Source: an optimization exercise on an open RTL-to-GDS flow (aim: a short achievable clock period and few clock cycles). Production flows keep margins and buffers that such runs may drop.
Only simulation tests tie the RTL to the original design; equivalence was not proved.
No activity file was given, so power comes from the tool's default toggle rates.

### design/flow/design.v
module and_3b(output wire res,input wire a, input wire b, input wire c );
    wire ab;  
    and (ab, a, b);  
    and (res, ab, c);  
endmodule
module and_4b(output wire res,input wire a, input wire b, input wire c, input wire d );
    wire ab, cd;  
    and (ab, a, b);  
    and (cd, c, d);  
    and (res, ab, cd);  
endmodule
module and_5b(output wire res,input wire a, input wire b, input wire c, input wire d, input wire e);
	and_4b and1(t1, a,b,c,d);
	and and2(res, t1,e);
endmodule
module and_6b (
    output wire out,
    input wire in1,
    input wire in2,
    input wire in3,
    input wire in4,
    input wire in5,
    input wire in6
);
    wire temp; 
    and_5b and_5b_0 (temp, in1, in2, in3, in4, in5);
    and and_0 (out, temp, in6);
endmodule
module or_3b( output wire res, input wire a, input wire b, input wire c);
    wire ab;  
    or (ab, a, b);  
    or (res, ab, c);  
endmodule
module or_4b( output wire res, input wire a, input wire b, input wire c, input wire d);
    wire ab, cd;  
    or (ab, a, b);  
    or (cd, c, d);  
    or (res, ab, cd);  
endmodule
module or_5b( output wire res, input wire a, input wire b, input wire c, input wire d, input wire e);
    wire ab, cd, abc;  
    or (ab, a, b);  
    or (cd, c, d);  
    or (abc, ab, cd);  
    or (res, abc, e);  
endmodule
module xor_3b( output wire y,input wire a, input wire b, input wire c);
    wire ab;  
    xor (ab, a, b);  
    xor (y, ab, c);  
endmodule
module buf_4b( output  [3:0] y, input  [3:0] a);
    buf buf0 ( y[0],a[0]);
    buf buf1 ( y[1],a[1]);
    buf buf2 ( y[2],a[2]);
    buf buf3 ( y[3],a[3]);
endmodule
module mux_2x1_1b (
    output wire out,
    input wire in1,
    input wire in2,
    input wire sel
);
    wire nsel;
    wire a, b;
    not (nsel, sel);  
    and (a, in1, nsel);  
    and (b, in2, sel);  
    or (out, a, b);  
endmodule
module mux_2x1_5b (
    output wire [4:0] out,
    input wire [4:0] in1,
    input wire [4:0] in2,
    input wire sel
);
    genvar i;
    generate
        for (i = 0; i < 5; i = i + 1) begin : mux_gen
            mux_2x1_1b mux_i (.out(out[i]), .in1(in1[i]), .in2(in2[i]), .sel(sel));
        end
    endgenerate
endmodule
module mux_2x1_32b (
    output wire [31:0] out,
    input wire [31:0] in1,
    input wire [31:0] in2,
    input wire sel
);
    genvar i;
    generate
        for (i = 0; i < 32; i = i + 1) begin : mux_gen
            mux_2x1_1b mux_i (.out(out[i]), .in1(in1[i]), .in2(in2[i]), .sel(sel));
        end
    endgenerate
endmodule
module mux8x1_1b(
    input [2:0] sel,
    output wire res,
    input in0, in1, in2, in3, in4, in5, in6, in7
);
    wire and_out0, and_out1, and_out2, and_out3, and_out4, and_out5, and_out6, and_out7;
    wire or_out0, or_out1, or_out2, or_out3;
	 wire sel0,sel1,sel2,sel3,sel4,sel5,sel6,sel7;
    and_3b and1(sel0,!sel[2],!sel[1],!sel[0] );
	 and_3b and2(sel1,!sel[2],!sel[1],sel[0] );
	 and_3b and3(sel2,!sel[2],sel[1],!sel[0] );
	 and_3b and4(sel3,!sel[2],sel[1],sel[0] );
	 and_3b and5(sel4,sel[2],!sel[1],!sel[0] );
	 and_3b and6(sel5,sel[2],!sel[1],sel[0] );
	 and_3b and7(sel6,sel[2],sel[1],!sel[0] );
	 and_3b and8(sel7,sel[2],sel[1],sel[0] );
    and(and_out0, sel0, in0);
    and(and_out1, sel1, in1);
    and(and_out2, sel2, in2);
    and(and_out3, sel3, in3);
    and(and_out4, sel4, in4);
    and(and_out5, sel5, in5);
    and(and_out6, sel6, in6);
    and(and_out7, sel7, in7);
    or(or_out0, and_out0, and_out1);
    or(or_out1, and_out2, and_out3);
    or(or_out2, and_out4, and_out5);
    or(or_out3, and_out6, and_out7);
    or_4b or1(res, or_out0, or_out1, or_out2, or_out3);
endmodule
module mux8x1_32b(
    input [2:0] sel,
    output [31:0] res,
    input [31:0] in0, in1, in2, in3, in4, in5, in6, in7
);
    mux8x1_1b u0 (.sel(sel), .res(res[0]), .in0(in0[0]), .in1(in1[0]), .in2(in2[0]), .in3(in3[0]), .in4(in4[0]), .in5(in5[0]), .in6(in6[0]), .in7(in7[0]));
    mux8x1_1b u1 (.sel(sel), .res(res[1]), .in0(in0[1]), .in1(in1[1]), .in2(in2[1]), .in3(in3[1]), .in4(in4[1]), .in5(in5[1]), .in6(in6[1]), .in7(in7[1]));
    mux8x1_1b u2 (.sel(sel), .res(res[2]), .in0(in0[2]), .in1(in1[2]), .in2(in2[2]), .in3(in3[2]), .in4(in4[2]), .in5(in5[2]), .in6(in6[2]), .in7(in7[2]));
    mux8x1_1b u3 (.sel(sel), .res(res[3]), .in0(in0[3]), .in1(in1[3]), .in2(in2[3]), .in3(in3[3]), .in4(in4[3]), .in5(in5[3]), .in6(in6[3]), .in7(in7[3]));
    mux8x1_1b u4 (.sel(sel), .res(res[4]), .in0(in0[4]), .in1(in1[4]), .in2(in2[4]), .in3(in3[4]), .in4(in4[4]), .in5(in5[4]), .in6(in6[4]), .in7(in7[4]));
    mux8x1_1b u5 (.sel(sel), .res(res[5]), .in0(in0[5]), .in1(in1[5]), .in2(in2[5]), .in3(in3[5]), .in4(in4[5]), .in5(in5[5]), .in6(in6[5]), .in7(in7[5]));
    mux8x1_1b u6 (.sel(sel), .res(res[6]), .in0(in0[6]), .in1(in1[6]), .in2(in2[6]), .in3(in3[6]), .in4(in4[6]), .in5(in5[6]), .in6(in6[6]), .in7(in7[6]));
    mux8x1_1b u7 (.sel(sel), .res(res[7]), .in0(in0[7]), .in1(in1[7]), .in2(in2[7]), .in3(in3[7]), .in4(in4[7]), .in5(in5[7]), .in6(in6[7]), .in7(in7[7]));
    mux8x1_1b u8 (.sel(sel), .res(res[8]), .in0(in0[8]), .in1(in1[8]), .in2(in2[8]), .in3(in3[8]), .in4(in4[8]), .in5(in5[8]), .in6(in6[8]), .in7(in7[8]));
    mux8x1_1b u9 (.sel(sel), .res(res[9]), .in0(in0[9]), .in1(in1[9]), .in2(in2[9]), .in3(in3[9]), .in4(in4[9]), .in5(in5[9]), .in6(in6[9]), .in7(in7[9]));
    mux8x1_1b u10 (.sel(sel), .res(res[10]), .in0(in0[10]), .in1(in1[10]), .in2(in2[10]), .in3(in3[10]), .in4(in4[10]), .in5(in5[10]), .in6(in6[10]), .in7(in7[10]));
    mux8x1_1b u11 (.sel(sel), .res(res[11]), .in0(in0[11]), .in1(in1[11]), .in2(in2[11]), .in3(in3[11]), .in4(in4[11]), .in5(in5[11]), .in6(in6[11]), .in7(in7[11]));
    mux8x1_1b u12 (.sel(sel), .res(res[12]), .in0(in0[12]), .in1(in1[12]), .in2(in2[12]), .in3(in3[12]), .in4(in4[12]), .in5(in5[12]), .in6(in6[12]), .in7(in7[12]));
    mux8x1_1b u13 (.sel(sel), .res(res[13]), .in0(in0[13]), .in1(in1[13]), .in2(in2[13]), .in3(in3[13]), .in4(in4[13]), .in5(in5[13]), .in6(in6[13]), .in7(in7[13]));
    mux8x1_1b u14 (.sel(sel), .res(res[14]), .in0(in0[14]), .in1(in1[14]), .in2(in2[14]), .in3(in3[14]), .in4(in4[14]), .in5(in5[14]), .in6(in6[14]), .in7(in7[14]));
    mux8x1_1b u15 (.sel(sel), .res(res[15]), .in0(in0[15]), .in1(in1[15]), .in2(in2[15]), .in3(in3[15]), .in4(in4[15]), .in5(in5[15]), .in6(in6[15]), .in7(in7[15]));
    mux8x1_1b u16 (.sel(sel), .res(res[16]), .in0(in0[16]), .in1(in1[16]), .in2(in2[16]), .in3(in3[16]), .in4(in4[16]), .in5(in5[16]), .in6(in6[16]), .in7(in7[16]));
    mux8x1_1b u17 (.sel(sel), .res(res[17]), .in0(in0[17]), .in1(in1[17]), .in2(in2[17]), .in3(in3[17]), .in4(in4[17]), .in5(in5[17]), .in6(in6[17]), .in7(in7[17]));
    mux8x1_1b u18 (.sel(sel), .res(res[18]), .in0(in0[18]), .in1(in1[18]), .in2(in2[18]), .in3(in3[18]), .in4(in4[18]), .in5(in5[18]), .in6(in6[18]), .in7(in7[18]));
    mux8x1_1b u19 (.sel(sel), .res(res[19]), .in0(in0[19]), .in1(in1[19]), .in2(in2[19]), .in3(in3[19]), .in4(in4[19]), .in5(in5[19]), .in6(in6[19]), .in7(in7[19]));
    mux8x1_1b u20 (.sel(sel), .res(res[20]), .in0(in0[20]), .in1(in1[20]), .in2(in2[20]), .in3(in3[20]), .in4(in4[20]), .in5(in5[20]), .in6(in6[20]), .in7(in7[20]));
    mux8x1_1b u21 (.sel(sel), .res(res[21]), .in0(in0[21]), .in1(in1[21]), .in2(in2[21]), .in3(in3[21]), .in4(in4[21]), .in5(in5[21]), .in6(in6[21]), .in7(in7[21]));
    mux8x1_1b u22 (.sel(sel), .res(res[22]), .in0(in0[22]), .in1(in1[22]), .in2(in2[22]), .in3(in3[22]), .in4(in4[22]), .in5(in5[22]), .in6(in6[22]), .in7(in7[22]));
    mux8x1_1b u23 (.sel(sel), .res(res[23]), .in0(in0[23]), .in1(in1[23]), .in2(in2[23]), .in3(in3[23]), .in4(in4[23]), .in5(in5[23]), .in6(in6[23]), .in7(in7[23]));
    mux8x1_1b u24 (.sel(sel), .res(res[24]), .in0(in0[24]), .in1(in1[24]), .in2(in2[24]), .in3(in3[24]), .in4(in4[24]), .in5(in5[24]), .in6(in6[24]), .in7(in7[24]));
    mux8x1_1b u25 (.sel(sel), .res(res[25]), .in0(in0[25]), .in1(in1[25]), .in2(in2[25]), .in3(in3[25]), .in4(in4[25]), .in5(in5[25]), .in6(in6[25]), .in7(in7[25]));
    mux8x1_1b u26 (.sel(sel), .res(res[26]), .in0(in0[26]), .in1(in1[26]), .in2(in2[26]), .in3(in3[26]), .in4(in4[26]), .in5(in5[26]), .in6(in6[26]), .in7(in7[26]));
    mux8x1_1b u27 (.sel(sel), .res(res[27]), .in0(in0[27]), .in1(in1[27]), .in2(in2[27]), .in3(in3[27]), .in4(in4[27]), .in5(in5[27]), .in6(in6[27]), .in7(in7[27]));
    mux8x1_1b u28 (.sel(sel), .res(res[28]), .in0(in0[28]), .in1(in1[28]), .in2(in2[28]), .in3(in3[28]), .in4(in4[28]), .in5(in5[28]), .in6(in6[28]), .in7(in7[28]));
    mux8x1_1b u29 (.sel(sel), .res(res[29]), .in0(in0[29]), .in1(in1[29]), .in2(in2[29]), .in3(in3[29]), .in4(in4[29]), .in5(in5[29]), .in6(in6[29]), .in7(in7[29]));
    mux8x1_1b u30 (.sel(sel), .res(res[30]), .in0(in0[30]), .in1(in1[30]), .in2(in2[30]), .in3(in3[30]), .in4(in4[30]), .in5(in5[30]), .in6(in6[30]), .in7(in7[30]));
    mux8x1_1b u31 (.sel(sel), .res(res[31]), .in0(in0[31]), .in1(in1[31]), .in2(in2[31]), .in3(in3[31]), .in4(in4[31]), .in5(in5[31]), .in6(in6[31]), .in7(in7[31]));
endmodule
module and_32b(
    output [31:0] res,
    input [31:0] a,
    input [31:0] b
);
    and u0 (res[0], a[0], b[0]);
    and u1 (res[1], a[1], b[1]);
    and u2 (res[2], a[2], b[2]);
    and u3 (res[3], a[3], b[3]);
    and u4 (res[4], a[4], b[4]);
    and u5 (res[5], a[5], b[5]);
    and u6 (res[6], a[6], b[6]);
    and u7 (res[7], a[7], b[7]);
    and u8 (res[8], a[8], b[8]);
    and u9 (res[9], a[9], b[9]);
    and u10 (res[10], a[10], b[10]);
    and u11 (res[11], a[11], b[11]);
    and u12 (res[12], a[12], b[12]);
    and u13 (res[13], a[13], b[13]);
    and u14 (res[14], a[14], b[14]);
    and u15 (res[15], a[15], b[15]);
    and u16 (res[16], a[16], b[16]);
    and u17 (res[17], a[17], b[17]);
    and u18 (res[18], a[18], b[18]);
    and u19 (res[19], a[19], b[19]);
    and u20 (res[20], a[20], b[20]);
    and u21 (res[21], a[21], b[21]);
    and u22 (res[22], a[22], b[22]);
    and u23 (res[23], a[23], b[23]);
    and u24 (res[24], a[24], b[24]);
    and u25 (res[25], a[25], b[25]);
    and u26 (res[26], a[26], b[26]);
    and u27 (res[27], a[27], b[27]);
    and u28 (res[28], a[28], b[28]);
    and u29 (res[29], a[29], b[29]);
    and u30 (res[30], a[30], b[30]);
    and u31 (res[31], a[31], b[31]);
endmodule
module or_32b(
    output [31:0] res,
    input [31:0] a,
    input [31:0] b
);
    or u0 (res[0], a[0], b[0]);
    or u1 (res[1], a[1], b[1]);
    or u2 (res[2], a[2], b[2]);
    or u3 (res[3], a[3], b[3]);
    or u4 (res[4], a[4], b[4]);
    or u5 (res[5], a[5], b[5]);
    or u6 (res[6], a[6], b[6]);
    or u7 (res[7], a[7], b[7]);
    or u8 (res[8], a[8], b[8]);
    or u9 (res[9], a[9], b[9]);
    or u10 (res[10], a[10], b[10]);
    or u11 (res[11], a[11], b[11]);
    or u12 (res[12], a[12], b[12]);
    or u13 (res[13], a[13], b[13]);
    or u14 (res[14], a[14], b[14]);
    or u15 (res[15], a[15], b[15]);
    or u16 (res[16], a[16], b[16]);
    or u17 (res[17], a[17], b[17]);
    or u18 (res[18], a[18], b[18]);
    or u19 (res[19], a[19], b[19]);
    or u20 (res[20], a[20], b[20]);
    or u21 (res[21], a[21], b[21]);
    or u22 (res[22], a[22], b[22]);
    or u23 (res[23], a[23], b[23]);
    or u24 (res[24], a[24], b[24]);
    or u25 (res[25], a[25], b[25]);
    or u26 (res[26], a[26], b[26]);
    or u27 (res[27], a[27], b[27]);
    or u28 (res[28], a[28], b[28]);
    or u29 (res[29], a[29], b[29]);
    or u30 (res[30], a[30], b[30]);
    or u31 (res[31], a[31], b[31]);
endmodule
module xor_32b(
    output [31:0] res,
    input [31:0] a,
    input [31:0] b
);
    xor u0 (res[0], a[0], b[0]);
    xor u1 (res[1], a[1], b[1]);
    xor u2 (res[2], a[2], b[2]);
    xor u3 (res[3], a[3], b[3]);
    xor u4 (res[4], a[4], b[4]);
    xor u5 (res[5], a[5], b[5]);
    xor u6 (res[6], a[6], b[6]);
    xor u7 (res[7], a[7], b[7]);
    xor u8 (res[8], a[8], b[8]);
    xor u9 (res[9], a[9], b[9]);
    xor u10 (res[10], a[10], b[10]);
    xor u11 (res[11], a[11], b[11]);
    xor u12 (res[12], a[12], b[12]);
    xor u13 (res[13], a[13], b[13]);
    xor u14 (res[14], a[14], b[14]);
    xor u15 (res[15], a[15], b[15]);
    xor u16 (res[16], a[16], b[16]);
    xor u17 (res[17], a[17], b[17]);
    xor u18 (res[18], a[18], b[18]);
    xor u19 (res[19], a[19], b[19]);
    xor u20 (res[20], a[20], b[20]);
    xor u21 (res[21], a[21], b[21]);
    xor u22 (res[22], a[22], b[22]);
    xor u23 (res[23], a[23], b[23]);
    xor u24 (res[24], a[24], b[24]);
    xor u25 (res[25], a[25], b[25]);
    xor u26 (res[26], a[26], b[26]);
    xor u27 (res[27], a[27], b[27]);
    xor u28 (res[28], a[28], b[28]);
    xor u29 (res[29], a[29], b[29]);
    xor u30 (res[30], a[30], b[30]);
    xor u31 (res[31], a[31], b[31]);
endmodule
module nor_32b(
    output [31:0] res,
    input [31:0] a,
    input [31:0] b
);
    nor u0 (res[0], a[0], b[0]);
    nor u1 (res[1], a[1], b[1]);
    nor u2 (res[2], a[2], b[2]);
    nor u3 (res[3], a[3], b[3]);
    nor u4 (res[4], a[4], b[4]);
    nor u5 (res[5], a[5], b[5]);
    nor u6 (res[6], a[6], b[6]);
    nor u7 (res[7], a[7], b[7]);
    nor u8 (res[8], a[8], b[8]);
    nor u9 (res[9], a[9], b[9]);
    nor u10 (res[10], a[10], b[10]);
    nor u11 (res[11], a[11], b[11]);
    nor u12 (res[12], a[12], b[12]);
    nor u13 (res[13], a[13], b[13]);
    nor u14 (res[14], a[14], b[14]);
    nor u15 (res[15], a[15], b[15]);
    nor u16 (res[16], a[16], b[16]);
    nor u17 (res[17], a[17], b[17]);
    nor u18 (res[18], a[18], b[18]);
    nor u19 (res[19], a[19], b[19]);
    nor u20 (res[20], a[20], b[20]);
    nor u21 (res[21], a[21], b[21]);
    nor u22 (res[22], a[22], b[22]);
    nor u23 (res[23], a[23], b[23]);
    nor u24 (res[24], a[24], b[24]);
    nor u25 (res[25], a[25], b[25]);
    nor u26 (res[26], a[26], b[26]);
    nor u27 (res[27], a[27], b[27]);
    nor u28 (res[28], a[28], b[28]);
    nor u29 (res[29], a[29], b[29]);
    nor u30 (res[30], a[30], b[30]);
    nor u31 (res[31], a[31], b[31]);
endmodule
module cla_4b(input [3:0] a, b, input c_in, output [3:0] S  
, output G,P );
	wire g[3:0];
	wire p[3:0];
	and and1(g[0],a[0], b[0]);
	and and2(g[1],a[1], b[1]);
	and and3(g[2],a[2], b[2]);
	and and4(g[3],a[3], b[3]);
	or or1 (p[0],a[0], b[0]);
	or or2 (p[1],a[1], b[1]);
	or or3 (p[2],a[2], b[2]);
	or or4 (p[3],a[3], b[3]);
	wire c1;
	and and5(t1,p[0], c_in);
	or or5 (c1, g[0], t1);
	wire c2;
	and and6(t2, p[1],g[0]);
	and_3b and7(t3, p[1],p[0],c_in);
	or_3b or6(c2, g[1], t2, t3);
	wire c3;
	and and8(t4, p[2],g[1]);
	and_3b and9(t5, p[2],p[1],g[0]);
	and_4b and10(t6, p[2],p[1],p[0],c_in);
	or_4b or7(c3, g[2], t4, t5, t6);
	wire c4;
	and and11(t7, p[3],g[2]);
	and_3b and12(t8, p[3],p[2],g[1]);
	and_4b and13(t9, p[3],p[2],p[1],g[0]);
	and_5b and14(t10, p[3],p[2],p[1],p[0],c_in);
	or_5b or8(c4, g[3], t7, t8,t9,t10);
	xor_3b xor1(S[0], a[0],b[0],c_in);
	xor_3b xor2(S[1], a[1],b[1],c1);
	xor_3b xor3(S[2], a[2],b[2],c2);
	xor_3b xor4(S[3], a[3],b[3],c3);
	and_4b and15(P,p[3],p[2],p[1],p[0]);
	and and16(t11,p[3],g[2]);
	and_3b and17(t12, p[3],p[2],g[1]);
	and_4b and18(t13, p[3],p[2],p[1],g[0]);
	or_4b or9(G,g[3],t11,t12,t13);
endmodule
module cla_16b(input [15:0] a, b, input c_in, output [15:0] S, output c_out);
		wire [31:0] g;
		wire [31:0] p;
		wire c4,c8,c12;
		cla_4b cla_1 (a[3:0],b[3:0], c_in, S[3:0],g[0],p[0]); 
		and and1(t1, p[0],c_in);
		or or1 (c4, g[0], t1);
		cla_4b cla_2 (a[7:4],b[7:4], c4, S[7:4],g[1],p[1]); 
		and and6(t2, p[1],g[0]);
		and_3b and7(t3, p[1],p[0],c_in);
		or_3b or6(c8, g[1], t2, t3);
		cla_4b cla_3 (a[11:8],b[11:8], c8, S[11:8],g[2],p[2]);
		and and8(t4, p[2],g[1]);
		and_3b and9(t5, p[2],p[1],g[0]);
		and_4b and10(t6, p[2],p[1],p[0],c_in);
		or_4b or7(c12, g[2], t4, t5, t6);
		cla_4b cla_4 (a[15:12],b[15:12], c12, S[15:12],g[3],p[3]);
		and and11(t7, p[3],g[2]);
		and_3b and12(t8, p[3],p[2],g[1]);
		and_4b and13(t9, p[3],p[2],p[1],g[0]);
		and_5b and14(t10, p[3],p[2],p[1],p[0],c_in);
		or_5b or8(c_out, g[3], t7, t8,t9,t10);
endmodule
module cla_32b(input [31:0] a, b, input c_in, output [31:0] S, output c_out);
		wire wc;
		cla_16b cla1(a[15:0], b[15:0], c_in, S[15:0], wc);
		cla_16b cla2(a[31:16], b[31:16], wc, S[31:16], c_out);
endmodule 
module adder(input [31:0] a, b, input c_in, output [31:0] S, output c_out);
	cla_32b cla1(a,b,c_in,S,c_out);
endmodule
module flip_bit(
    input wire in_bit,
    output wire out_bit
);
    not(out_bit, in_bit);
endmodule
module flip_32b(
    input [31:0] in_number,
    output [31:0] out_number
);
    flip_bit u0 (.in_bit(in_number[0]), .out_bit(out_number[0]));
    flip_bit u1 (.in_bit(in_number[1]), .out_bit(out_number[1]));
    flip_bit u2 (.in_bit(in_number[2]), .out_bit(out_number[2]));
    flip_bit u3 (.in_bit(in_number[3]), .out_bit(out_number[3]));
    flip_bit u4 (.in_bit(in_number[4]), .out_bit(out_number[4]));
    flip_bit u5 (.in_bit(in_number[5]), .out_bit(out_number[5]));
    flip_bit u6 (.in_bit(in_number[6]), .out_bit(out_number[6]));
    flip_bit u7 (.in_bit(in_number[7]), .out_bit(out_number[7]));
    flip_bit u8 (.in_bit(in_number[8]), .out_bit(out_number[8]));
    flip_bit u9 (.in_bit(in_number[9]), .out_bit(out_number[9]));
    flip_bit u10 (.in_bit(in_number[10]), .out_bit(out_number[10]));
    flip_bit u11 (.in_bit(in_number[11]), .out_bit(out_number[11]));
    flip_bit u12 (.in_bit(in_number[12]), .out_bit(out_number[12]));
    flip_bit u13 (.in_bit(in_number[13]), .out_bit(out_number[13]));
    flip_bit u14 (.in_bit(in_number[14]), .out_bit(out_number[14]));
    flip_bit u15 (.in_bit(in_number[15]), .out_bit(out_number[15]));
    flip_bit u16 (.in_bit(in_number[16]), .out_bit(out_number[16]));
    flip_bit u17 (.in_bit(in_number[17]), .out_bit(out_number[17]));
    flip_bit u18 (.in_bit(in_number[18]), .out_bit(out_number[18]));
    flip_bit u19 (.in_bit(in_number[19]), .out_bit(out_number[19]));
    flip_bit u20 (.in_bit(in_number[20]), .out_bit(out_number[20]));
    flip_bit u21 (.in_bit(in_number[21]), .out_bit(out_number[21]));
    flip_bit u22 (.in_bit(in_number[22]), .out_bit(out_number[22]));
    flip_bit u23 (.in_bit(in_number[23]), .out_bit(out_number[23]));
    flip_bit u24 (.in_bit(in_number[24]), .out_bit(out_number[24]));
    flip_bit u25 (.in_bit(in_number[25]), .out_bit(out_number[25]));
    flip_bit u26 (.in_bit(in_number[26]), .out_bit(out_number[26]));
    flip_bit u27 (.in_bit(in_number[27]), .out_bit(out_number[27]));
    flip_bit u28 (.in_bit(in_number[28]), .out_bit(out_number[28]));
    flip_bit u29 (.in_bit(in_number[29]), .out_bit(out_number[29]));
    flip_bit u30 (.in_bit(in_number[30]), .out_bit(out_number[30]));
    flip_bit u31 (.in_bit(in_number[31]), .out_bit(out_number[31]));
endmodule
module sub_32b(input [31:0] a, b, output [31:0] res, output borrow);
    wire [31:0] b_complement;
    flip_32b flp(.in_number(b), .out_number(b_complement));
    cla_32b adder(a, b_complement, 1'b1, res, borrow);
endmodule
module lt_32b(input [31:0] a, b, output[31:0] res);
    wire borrow;
		wire[31:0] result;
    sub_32b sub(a, b, result, borrow);
	wire zero = 1'b0;	
not not0 (res[0 ],borrow);
and andt1 (res[1 ],zero);
and andt2 (res[2 ],zero);
and andt3 (res[3 ],zero);
and andt4 (res[4 ],zero);
and andt5 (res[5 ],zero);
and andt6 (res[6 ],zero);
and andt7 (res[7 ],zero);
and andt8 (res[8 ],zero);
and andt9 (res[9 ],zero);
and andt10(res[10],zero);
and andt11(res[11],zero);
and andt12(res[12],zero);
and andt13(res[13],zero);
and andt14(res[14],zero);
and andt15(res[15],zero);
and andt16(res[16],zero);
and andt17(res[17],zero);
and andt18(res[18],zero);
and andt19(res[19],zero);
and andt20(res[20],zero);
and andt21(res[21],zero);
and andt22(res[22],zero);
and andt23(res[23],zero);
and andt24(res[24],zero);
and andt25(res[25],zero);
and andt26(res[26],zero);
and andt27(res[27],zero);
and andt28(res[28],zero);
and andt29(res[29],zero);
and andt30(res[30],zero);
and andt31(res[31],zero);
endmodule
module zero_bit (
    input [31:0] data,
    output wire all_zero
);
    wire [31:0] not_data_in;
    not not_gate_0 (not_data_in[0], data[0]);
    not not_gate_1 (not_data_in[1], data[1]);
    not not_gate_2 (not_data_in[2], data[2]);
    not not_gate_3 (not_data_in[3], data[3]);
    not not_gate_4 (not_data_in[4], data[4]);
    not not_gate_5 (not_data_in[5], data[5]);
    not not_gate_6 (not_data_in[6], data[6]);
    not not_gate_7 (not_data_in[7], data[7]);
    not not_gate_8 (not_data_in[8], data[8]);
    not not_gate_9 (not_data_in[9], data[9]);
    not not_gate_10 (not_data_in[10], data[10]);
    not not_gate_11 (not_data_in[11], data[11]);
    not not_gate_12 (not_data_in[12], data[12]);
    not not_gate_13 (not_data_in[13], data[13]);
    not not_gate_14 (not_data_in[14], data[14]);
    not not_gate_15 (not_data_in[15], data[15]);
    not not_gate_16 (not_data_in[16], data[16]);
    not not_gate_17 (not_data_in[17], data[17]);
    not not_gate_18 (not_data_in[18], data[18]);
    not not_gate_19 (not_data_in[19], data[19]);
    not not_gate_20 (not_data_in[20], data[20]);
    not not_gate_21 (not_data_in[21], data[21]);
    not not_gate_22 (not_data_in[22], data[22]);
    not not_gate_23 (not_data_in[23], data[23]);
    not not_gate_24 (not_data_in[24], data[24]);
    not not_gate_25 (not_data_in[25], data[25]);
    not not_gate_26 (not_data_in[26], data[26]);
    not not_gate_27 (not_data_in[27], data[27]);
    not not_gate_28 (not_data_in[28], data[28]);
    not not_gate_29 (not_data_in[29], data[29]);
    not not_gate_30 (not_data_in[30], data[30]);
    not not_gate_31 (not_data_in[31], data[31]);
    wire [30:0] inter_wire;
    and and_gate_0 (inter_wire[0],   not_data_in[0], not_data_in[1]);
    and and_gate_1 (inter_wire[1],   inter_wire[0],    not_data_in[2]);
    and and_gate_2 (inter_wire[2],   inter_wire[1],    not_data_in[3]);
    and and_gate_3 (inter_wire[3],   inter_wire[2],    not_data_in[4]);
    and and_gate_4 (inter_wire[4],   inter_wire[3],    not_data_in[5]);
    and and_gate_5 (inter_wire[5],   inter_wire[4],    not_data_in[6]);
    and and_gate_6 (inter_wire[6],   inter_wire[5],    not_data_in[7]);
    and and_gate_7 (inter_wire[7],   inter_wire[6],    not_data_in[8]);
    and and_gate_8 (inter_wire[8],   inter_wire[7],    not_data_in[9]);
    and and_gate_9 (inter_wire[9],   inter_wire[8],    not_data_in[10]);
    and and_gate_10 (inter_wire[10], inter_wire[9],    not_data_in[11]);
    and and_gate_11 (inter_wire[11], inter_wire[10],   not_data_in[12]);
    and and_gate_12 (inter_wire[12], inter_wire[11],   not_data_in[13]);
    and and_gate_13 (inter_wire[13], inter_wire[12],   not_data_in[14]);
    and and_gate_14 (inter_wire[14], inter_wire[13],   not_data_in[15]);
    and and_gate_15 (inter_wire[15], inter_wire[14],   not_data_in[16]);
    and and_gate_16 (inter_wire[16], inter_wire[15],   not_data_in[17]);
    and and_gate_17 (inter_wire[17], inter_wire[16],   not_data_in[18]);
    and and_gate_18 (inter_wire[18], inter_wire[17],   not_data_in[19]);
    and and_gate_19 (inter_wire[19], inter_wire[18],   not_data_in[20]);
    and and_gate_20 (inter_wire[20], inter_wire[19],   not_data_in[21]);
    and and_gate_21 (inter_wire[21], inter_wire[20],   not_data_in[22]);
    and and_gate_22 (inter_wire[22], inter_wire[21],   not_data_in[23]);
    and and_gate_23 (inter_wire[23], inter_wire[22],   not_data_in[24]);
    and and_gate_24 (inter_wire[24], inter_wire[23],   not_data_in[25]);
    and and_gate_25 (inter_wire[25], inter_wire[24],   not_data_in[26]);
    and and_gate_26 (inter_wire[26], inter_wire[25],   not_data_in[27]);
    and and_gate_27 (inter_wire[27], inter_wire[26],   not_data_in[28]);
    and and_gate_28 (inter_wire[28], inter_wire[27],   not_data_in[29]);
    and and_gate_29 (inter_wire[29], inter_wire[28],   not_data_in[30]);
    and and_gate_30 (inter_wire[30], inter_wire[29],   not_data_in[31]);
    and and_gate_31 (all_zero, inter_wire[30], inter_wire[29]);
endmodule
module alu(
    output [31:0] res,
    output zero,
    input [31:0] a,
    input [31:0] b,
    input [2:0] sel
);
	wire borrow;
	wire c_in = 1'b0;
	wire x;
	wire [31:0] res_and,res_or,res_xor,res_nor,res_add,res_lt,res_sub,res_mod;
	and_32b u1(res_and,a,b);						 
	or_32b u2(res_or,a,b);							 
	xor_32b u4(res_xor,a,b);						 
	nor_32b u3(res_nor,a,b);						 
	adder u5(a, b, c_in, res_add, x);			 
	lt_32b lt1(a, b,res_lt);						 
	sub_32b sub1(a, b, res_sub, borrow);		 
	mux8x1_32b mux(sel, res, res_and,res_or,res_xor,res_nor,res_lt,res_add,res_sub, res_sub);
	zero_bit zero1(res, zero);
endmodule 
 module alu_control(
output  [2:0] C,
input [5:0] F,
input [2:0] P);
    wire rtype;
    wire not_rtype;
    wire N0, N1, N2;
    wire H0, H1, H2;
    wire R0, R1;
	 wire Mq;
    and_3b and1(rtype, P[0], P[1], P[2]);
    not not1(not_rtype, rtype);
    xor xor1(R0, F[1], F[0]);
    not not2(M1, F[2]);
    and_3b and_3b_1(R1, M1,F[1], F[0]);
    and and3(N0, P[0], not_rtype);
    and and4(N1, P[1], not_rtype);
    and and5(N2, P[2], not_rtype);
    and and6(H0, R0, rtype);
    and and7(H1, R1, rtype);
    and and8(H2, F[1], rtype);
    or or1(C[0], H0, N0);
    or or2(C[1], H1, N1);
    or or3(C[2], H2, N2);
endmodule
module control_unit (
output regDst, 
output branch, 
output memRead,
output memWrite,
output [2:0] ALUop,
output ALUsrc,
output regWrite,
output jump,
output byteOperations,
output move,  
input [5:0] opcode);
    not not_0 (not_p0, opcode[0]);
    not not_1 (not_p1, opcode[1]);
    not not_2 (not_p2, opcode[2]);
    not not_3 (not_p3, opcode[3]);
    not not_4 (not_p4, opcode[4]);
    not not_5 (not_p5, opcode[5]);
    and_6b and_6b_0 (move, opcode[5], not_p4, not_p3, not_p2, not_p1, not_p0);
    and_3b and_3b_0 (branch, opcode[5], opcode[1], opcode[0]);  
    and_6b and_6b_1 ( regDst, not_p5, not_p4, not_p3, not_p2, not_p1, not_p0);
    and_6b and_6b_5 ( temp4, not_p5, opcode[4], not_p3, not_p2, not_p1, opcode[0]);
    and_6b and_6b_3 ( temp2, not_p5, opcode[4], not_p3, not_p2, not_p1, not_p0);
    or or_0 ( memWrite, temp4, temp2);
    and_6b and_6b_4 ( temp3, not_p5, not_p4, opcode[3], not_p2, not_p1, opcode[0]);
    and_6b and_6b_2 ( temp1, not_p5, not_p4, opcode[3], not_p2, not_p1, not_p0);
    or or_1 (  memRead, temp3, temp1);
    and_3b and_3b_1 ( temp5, opcode[5], opcode[4], opcode[3]);
    not not_6 ( not_regDst, regDst);
    not not_7(temp6, temp5);
    and_3b and_3b_7 ( temp11, opcode[5], opcode[1], opcode[0]);
    not not_9 ( not_temp11, temp11);
    and_3b and_3b_6 ( ALUsrc, temp6, not_regDst, not_temp11);
    and_3b and_3b_3 ( jump, opcode[5], opcode[4], opcode[3]);
    or or_2 ( byteOperations, temp3, temp4 );
    or_3b or_3b_0 (temp10, memWrite, jump , branch );
    not not_8 ( regWrite, temp10);
	     xor xor_0 ( xor_1_0, opcode[0], opcode[1]); 
    or or_3 ( or_3_4, opcode[3], opcode[4]);
    or or_4 ( temp7 , or_3_4, xor_1_0);
    or or_5(ALUop[0], temp7, regDst);
    and_3b and_3b_5 ( temp8, not_p2, opcode[1], opcode[0]);
    or or_6 ( temp9, opcode[5], temp8);
    or or_7 ( ALUop[1], temp9, regDst);
    nand nand_0 ( ALUop[2] , opcode[2], not_p1);
endmodule
module sign_extend (
    output wire [31:0] sign_ext_imm,
    input wire [15:0] imm
); 
    wire zero = 1'b0;
    buf_4b buf_4b0 ( sign_ext_imm[3:0],imm[3:0]);
    buf_4b buf_4b1 ( sign_ext_imm[7:4],imm[7:4]);
    buf_4b buf_4b2 ( sign_ext_imm[11:8],imm[11:8]);
    buf_4b buf_4b3 ( sign_ext_imm[15:12],imm[15:12]);
    buf buf_0 ( sign_ext_imm[16],imm[15]);
    buf buf_1 ( sign_ext_imm[17],imm[15]);
    buf buf_2 ( sign_ext_imm[18],imm[15]);
    buf buf_3 ( sign_ext_imm[19],imm[15]);
    buf buf_4 ( sign_ext_imm[20],imm[15]);
    buf buf_5 ( sign_ext_imm[21],imm[15]);
    buf buf_6 ( sign_ext_imm[22],imm[15]);
    buf buf_7 ( sign_ext_imm[23],imm[15]);
    buf buf_8 ( sign_ext_imm[24],imm[15]);
    buf buf_9 ( sign_ext_imm[25],imm[15]);
    buf buf_10 ( sign_ext_imm[26],imm[15]);
    buf buf_11 ( sign_ext_imm[27],imm[15]);
    buf buf_12 ( sign_ext_imm[28],imm[15]);
    buf buf_13 ( sign_ext_imm[29],imm[15]);
    buf buf_14 ( sign_ext_imm[30],imm[15]);
    buf buf_15 ( sign_ext_imm[31],imm[15]);
endmodule
module shift_left_2 (
output [31:0] shifted_address,
input [31:0] address);
wire [1:0] zero = 2'b00;
buf_4b buf_4b0 ( shifted_address[5:2],address[3:0]);
buf_4b buf_4b1 ( shifted_address[9:6],address[7:4]);
buf_4b buf_4b2 ( shifted_address[13:10],address[11:8]);
buf_4b buf_4b3 ( shifted_address[17:14],address[15:12]);
buf_4b buf_4b4 ( shifted_address[21:18],address[19:16]);
buf_4b buf_4b5 ( shifted_address[25:22],address[23:20]);
buf_4b buf_4b6 ( shifted_address[29:26],address[27:24]);
buf buf_0 ( shifted_address[30],address[28]);
buf buf_1 ( shifted_address[31],address[29]);
buf buf_2 ( shifted_address[0],zero[0]);
buf buf_3 ( shifted_address[1],zero[1]);
endmodule
module register_block (
    input clock,
    output [31:0] read_data1,
    output [31:0] read_data2,
    input [31:0] write_data,
    input [4:0] read_reg1,
    input [4:0] read_reg2,
    input[4:0] write_reg,
    input regWrite
);
    reg [31:0] registers [31:0];
    always @ (posedge clock) begin
        if (regWrite) begin
            registers[write_reg] <= write_data;
        end
    end
    assign read_data1 = registers[read_reg1];
    assign read_data2 = registers[read_reg2];
endmodule
module mips (
    input clock,
    input reset,
    output [31:0] imem_addr,
    input  [31:0] imem_data,
    output [7:0]  dmem_addr,
    output [31:0] dmem_wdata,
    output        dmem_we,
    output        dmem_byte,
    input  [31:0] dmem_rdata
);
    wire [31:0]  instruction, read_data1, read_data2, sign_ext_imm, shifted_address, alu_result, mem_data;
    wire regDst, branch, memRead, memWrite, ALUsrc, regWrite, jump, byteOperations, move;
    wire [2:0] ALUop;
    wire [4:0] write_reg;
    wire zero;
    wire [31:0] alu_in, write_data;
    wire [2:0] alu_sel;
    wire [31:0] add_con = 32'h00000004;
    wire [31:0] temp1, temp2;
    wire temp3;
    reg [31:0] pc;
    wire [31:0] pc_in;
    wire [31:0] write_move_or_not;
    wire [31:0] jumpadress;
    wire [31:0] pc_in_1;
    always @(posedge clock) begin
        if (reset)
            pc <= 32'd0;
        else
            pc <= pc_in;
    end
    assign imem_addr = pc;
    assign instruction = imem_data;
    control_unit control_unit (
        .regDst(regDst),
        .branch(branch),
        .memRead(memRead),
        .memWrite(memWrite),
        .ALUop(ALUop),
        .ALUsrc(ALUsrc),
        .regWrite(regWrite),
        .jump(jump),
        .byteOperations(byteOperations),
        .move(move),
        .opcode(instruction[31:26])
    );
    mux_2x1_5b mux_2x1_5b (
        .out(write_reg),
        .in1(instruction[20:16]),
        .in2(instruction[15:11]),
        .sel(regDst)
    );
    mux_2x1_32b mux_2x1_32b_1 (
        .out(write_move_or_not),
        .in1(write_data),
        .in2(read_data1),
        .sel(move)
    );
    register_block register_block (
        .clock(clock),
        .read_data1(read_data1),
        .read_data2(read_data2),
        .write_data(write_move_or_not),
        .read_reg1(instruction[25:21]),
        .read_reg2(instruction[20:16]),
        .write_reg(write_reg),
        .regWrite(regWrite & ~reset)
    );
    sign_extend sign_extend (
        .sign_ext_imm(sign_ext_imm),
        .imm(instruction[15:0])
    );
    shift_left_2 shift_left_2 (
        .shifted_address(shifted_address),
        .address(sign_ext_imm)
    );
    mux_2x1_32b mux_2x1_32b_4 (
        .out(alu_in),
        .in1(read_data2),
        .in2(sign_ext_imm),
        .sel(ALUsrc)
    );
    alu_control alu_control (
        .C(alu_sel),
        .F(instruction[5:0]),
        .P(ALUop)
    );
    alu alu (
        .res(alu_result),
        .zero(zero),
        .a(read_data1),
        .b(alu_in),
        .sel(alu_sel)
    );
    assign dmem_addr  = alu_result[7:0];
    assign dmem_wdata = read_data2;
    assign dmem_we    = memWrite & ~reset;
    assign dmem_byte  = byteOperations;
    assign mem_data   = byteOperations ? {24'b0, dmem_rdata[7:0]} : dmem_rdata;
    mux_2x1_32b mux_2x1_32b_2 (
        .out(write_data),
        .in1(alu_result),
        .in2(mem_data),
        .sel(memRead)
    );
    wire c_out;
    adder adder_1 (
        .S(temp1),
        .a(pc),
        .b(add_con),
        .c_in(1'b0),
        .c_out(c_out)
    );
    wire c_out2;
    adder adder_2 (
        .S(temp2),
        .a(temp1),
        .b(shifted_address),
        .c_in(1'b0),
        .c_out(c_out2)
    );
    and and1 (temp3, branch, zero);
    mux_2x1_32b mux_2x1_32b_3 (
       .out(pc_in_1),
       .in1(temp1),
       .in2(temp2),
       .sel(temp3)
    );
    assign jumpadress = {6'b000000, instruction[25:0]};
    mux_2x1_32b mux_2x1_32b_5 (
       .out(pc_in),
       .in1(pc_in_1),
       .in2(jumpadress),
       .sel(jump)
    );
endmodule
### design/flow/run.sh
#!/bin/bash
# synth_recipe.tcl (not shown) runs the flow's synth.tcl, then flattens the netlist and writes it again
# the make line also repeats each setting of config.mk as NAME=value (left out here)
make -C /OpenROAD-flow-scripts/flow DESIGN_CONFIG=/design/flow/config.mk WORK_HOME=/design/flow/orfs CLKGATE_MAP_FILE= SYNTH_SCRIPT=/design/flow/synth_recipe.tcl finish
### design/flow/config.mk
export PLATFORM = sky130hd
export DESIGN_NAME = mips
export DESIGN_NICKNAME = mips
export VERILOG_FILES = /design/flow/design.v
export SDC_FILE = /design/flow/constraint.sdc
export NUM_CORES = 4
export LEC_CHECK = 0
export CAP_MARGIN = 20
export CORE_MARGIN = 2
export CORE_UTILIZATION = 40
export SLEW_MARGIN = 20
### design/flow/constraint.sdc
create_clock -name core_clock -period 11.0 [get_ports {clock}]
set_input_delay 2.2000 -clock core_clock [delete_from_list [all_inputs] [get_ports {clock}]]
set_output_delay 2.2000 -clock core_clock [all_outputs]
set_load 0.01 [all_outputs]
==> run summary <==
per-stage QoR:
step | util | hold slack (ns) | total power (W)
after floorplan | - | 0.431 | 0.00624
after detailed placement | 0.431 | 0.453 | 0.00703
after global placement | 0.431 | 0.441 | 0.00701
final | 0.456 | 0.460 | 0.0106
after CTS | 0.456 | 0.460 | 0.0107
after global routing | 0.456 | 0.496 | 0.0110
per-layer routing:
| layer | wire length [um] | global-route usage | share of wire | vias to the layer above |
|---|---|---|---|---|
| met5 | 14 | 0 | 0.000075 | - |
| met4 | 9030 | 0.114 | 0.048 | 2 |
| met3 | 18000 | 0.0427 | 0.096 | 344 |
| met2 | 85700 | 0.387 | 0.46 | 2052 |
| met1 | 75000 | 0.360 | 0.40 | 18900 |
| li1 | - | - | - | 14300 |
cells in the final DEF (no fill, tap or decap), types with 51 or more instances in the layout:
cell type and count:
a21oi_1 115, buf_4 138, clkbuf_16 111, clkdlybuf4s50_1 129
edfxtp_1 1024, ha_1 198, inv_1 167, mux2_2 57
mux4_2 640, nand2_1 110, nand3_1 57, nor2_1 141
o21ai_0 51, xnor2_1 54
cells by family (layout without fill, tap and decap cells):
group	after synthesis	count (layout)
DFF	1056	1056
muxes	733	733
and+or+nand+nor	497	497
buffers and inverters	462	657
AOI/OAI and AO/OA	425	425
adders and majority gates	221	221
xor gates and xnor gates	66	66
power by group through the flow:
stage          clock network, W  registers [W]  logic [W]
2_1_floorplan                 0        0.00497    0.00127
3_3_place_gp                  0        0.00496    0.00205
3_5_place_dp                  0        0.00496    0.00207
4_1_cts                 0.00373        0.00488    0.00207
5_1_grt                 0.00387        0.00488    0.00224
6_report                0.00367        0.00488    0.00209
final cells by class:
class | count | area share
clock inverter | 61 | 0.00931
inverter | 168 | 0.00965
sequential | 1056 | 0.480
timing repair buffer | 293 | 0.0428
multi-input combinational | 1942 | 0.377
clock buffer | 135 | 0.0439
tap | 1903 | 0.0364
registers in the layout, summed over array words and instances (netlist names), named ones only:
| signal | count |
|---|---|
| pc | 30 |
| register_block.registers | 1024 |
final timing paths:
path | start | end | cells after the start
hold / removal | flip-flop | flip-flop | 2
hold reg to reg | flip-flop | flip-flop | 2
setup / recovery | imem_data[16] | dmem_addr[0] | 15
setup reg to reg | register_block.registers[16][4] | pc[23] | 25
worst min-delay path, cell delays in order (launching register included):
cell	delay [ns]
dfxtp_1	0.31
nand2_1	0.05
a21oi_1	0.05
==> results.toml <==
[outcome]
status = "no timing/DRC/antenna violations"

[clocking]
cts.path.max_buffers = 3
hold_buffers = 0
htreeDepth = 3
clk_pin_slew_ns = 0.05
cts_tree = "yes"
post_cts_buffers = 0
ctsResizeCount = 0
clk_latency_ns = 0.77
clock-sinks = 1056
root_buffer = "clkbuf_16"
cts_buffers = 110

[route]
firstDrtPassIters = 5
post_drt_wl_per_cell_um = 33.8
drc = 0
final_antenna_net_count = 0
via_per_inst = 6.41
vias = 35600
finalWirelength_mm = 188
first_iter_violations = 4594

[grt]
grt_util_all_layers = 0.254
grt_pass1_vias = 34800
grt_max_degree = 78
grt_first_pass_wirelength_mm = 264
antenna_found_initial = 5
overflow = 0

[synthesis]
synth_xor_xnor_area_share = 0.0100
synth_top_family_by_area = "multiplexers"
ys_top_cells_by_area = "edfxtp_1 (53%), mux4_2 (25%), ha_1 (4.3%)"
postSynthAreaPerCell_um2 = 16.7
syn_nets = 3747
yosysTopAreaCell = "edfxtp_1"
synth_compound_area_frac = 0.0499
muxShareOfSynthArea = 0.267
synth_common_cells = "edfxtp_1 (1024), mux4_2 (640), ha_1 (198)"
ys.flop_type = "edfxtp_1"
synth_edf_count = 1024
synth_cell_type_count = 88
yosysTopAreaCellShare = 0.534
yosysMostFrequentCell = "edfxtp_1"
synthAdderAreaFrac = 0.0510
syn-instance-count = 3460
synth_area_mm2 = 0.0576
yosysSeqAreaShare = 0.545
synth_seq_cells = 1056
async_reset_ff_frac = 0
synthSimpleGateAreaFrac = 0.0409
synth_warnings = 49

[power]
internal-power_w = 0.00767
p_clk_frac = 0.345
switching_share = 0.279
leakagePower_nw = 21.3
p_sw_w = 0.00297
powerDensity_mw_per_mm2 = 163
pwr-share-seq = 0.458
pwr-share-comb = 0.197
ir_drop_mv = 0.134

[layout]
area_growth_pct = 13.4
fillCellCount = 12300
regArea_mm2 = 0.0314
finalInstanceArea_mm2 = 0.0653
final-instance-count-excl-fill = 5558
drive_gt1_frac = 0.303
nets = 3858
multiInputGateArea_mm2 = 0.0247
antenna_cells = 0

[timing]
setup_violations = 0
fin_ws_ns = 0.855
rsz0062_at_grt = "no"
final.min_clock_period_ns = 10.15
fin_tns_setup_ns = 0
period_share = 0.922
worstMarginPinSlew_ns = 1.17
skew_ns = 0.0511
max_slew_margin = 0.218
finalHoldViolCount = 0
fmax_ghz = 0.0986
timing.final.max_slew_violations = 0

[worst_setup_path]
crit_top_cell = "mux4_2"
cp_max_fo = 48
path_class = "input port to output port"
critPathRequiredTime_ns = 8.80
r2r_setup_slack_ns = 3.39
crit_chain = "buf_8, buf_4, mux4_2, mux4_2, mux2_2, o21ai_0, inv_1, ha_1, or4_1, a31oi_1, o211ai_1, a211oi_1, and2_1, o41ai_1, clkdlybuf4s50_1"
cp_top_family = "buffers and inverters"
critPathMaxStageDelay_ns = 0.59
crit_path_start_kind = "input port"
cp_slowest_cell = "buf_4"
crit_buf_inv = 4
worstSetupEndpointType = "output port"
arrival_ns = 7.95

[floorplan]
initial_core_util = 0.402
die_h_um = 384
fp.dieArea_mm2 = 0.147
row_count = 139
die_w_um = 384
core_mm2 = 0.143
io_pins = 140

[placed_design]
hpwl_mm = 116
gp_congestion = 0.953
dp_slack_ns = 0.830
port_buffers = 139
dp_cells = 5362
dpl-instance-area_mm2 = 0.0618

[flow_run]
drv_cap = 0

[hold_path]
hold_class = "flip-flop to flip-flop"
Testbench counts, summed over its fixed seeds: cycles 36,750.

==> port drivers added, routing unchanged <==
The flow's constraints put no driver on any port. The routed layout listed below was extracted and timed again, unchanged, in two steps. Step 1: set_driving_cell puts a clkbuf_16 on clock and a buf_2 on each other input, an assumption about the parent block. Step 2 moves the port delays by t, midway between the first and last clock arrival at a register: inputs arrive t later, outputs are due t later. That takes back most of the time a late clock gives input paths. Slacks: ideal ports / drivers / drivers and shift; pairs: ideal ports / drivers.
shift t [ns]: 0.833
setup slack, ns: 0.855 / 0.804 / 0.724
hold slack, ns: 0.460 / 0.460 / 0.460
clock arrival spread, ns: 0.051 / 0.051
cell pins on the clock port's net: 1
After both steps this run still meets setup and hold. For this run, drivers alone change the setup slack by -0.051 ns; drivers and shift together by -0.131 ns.
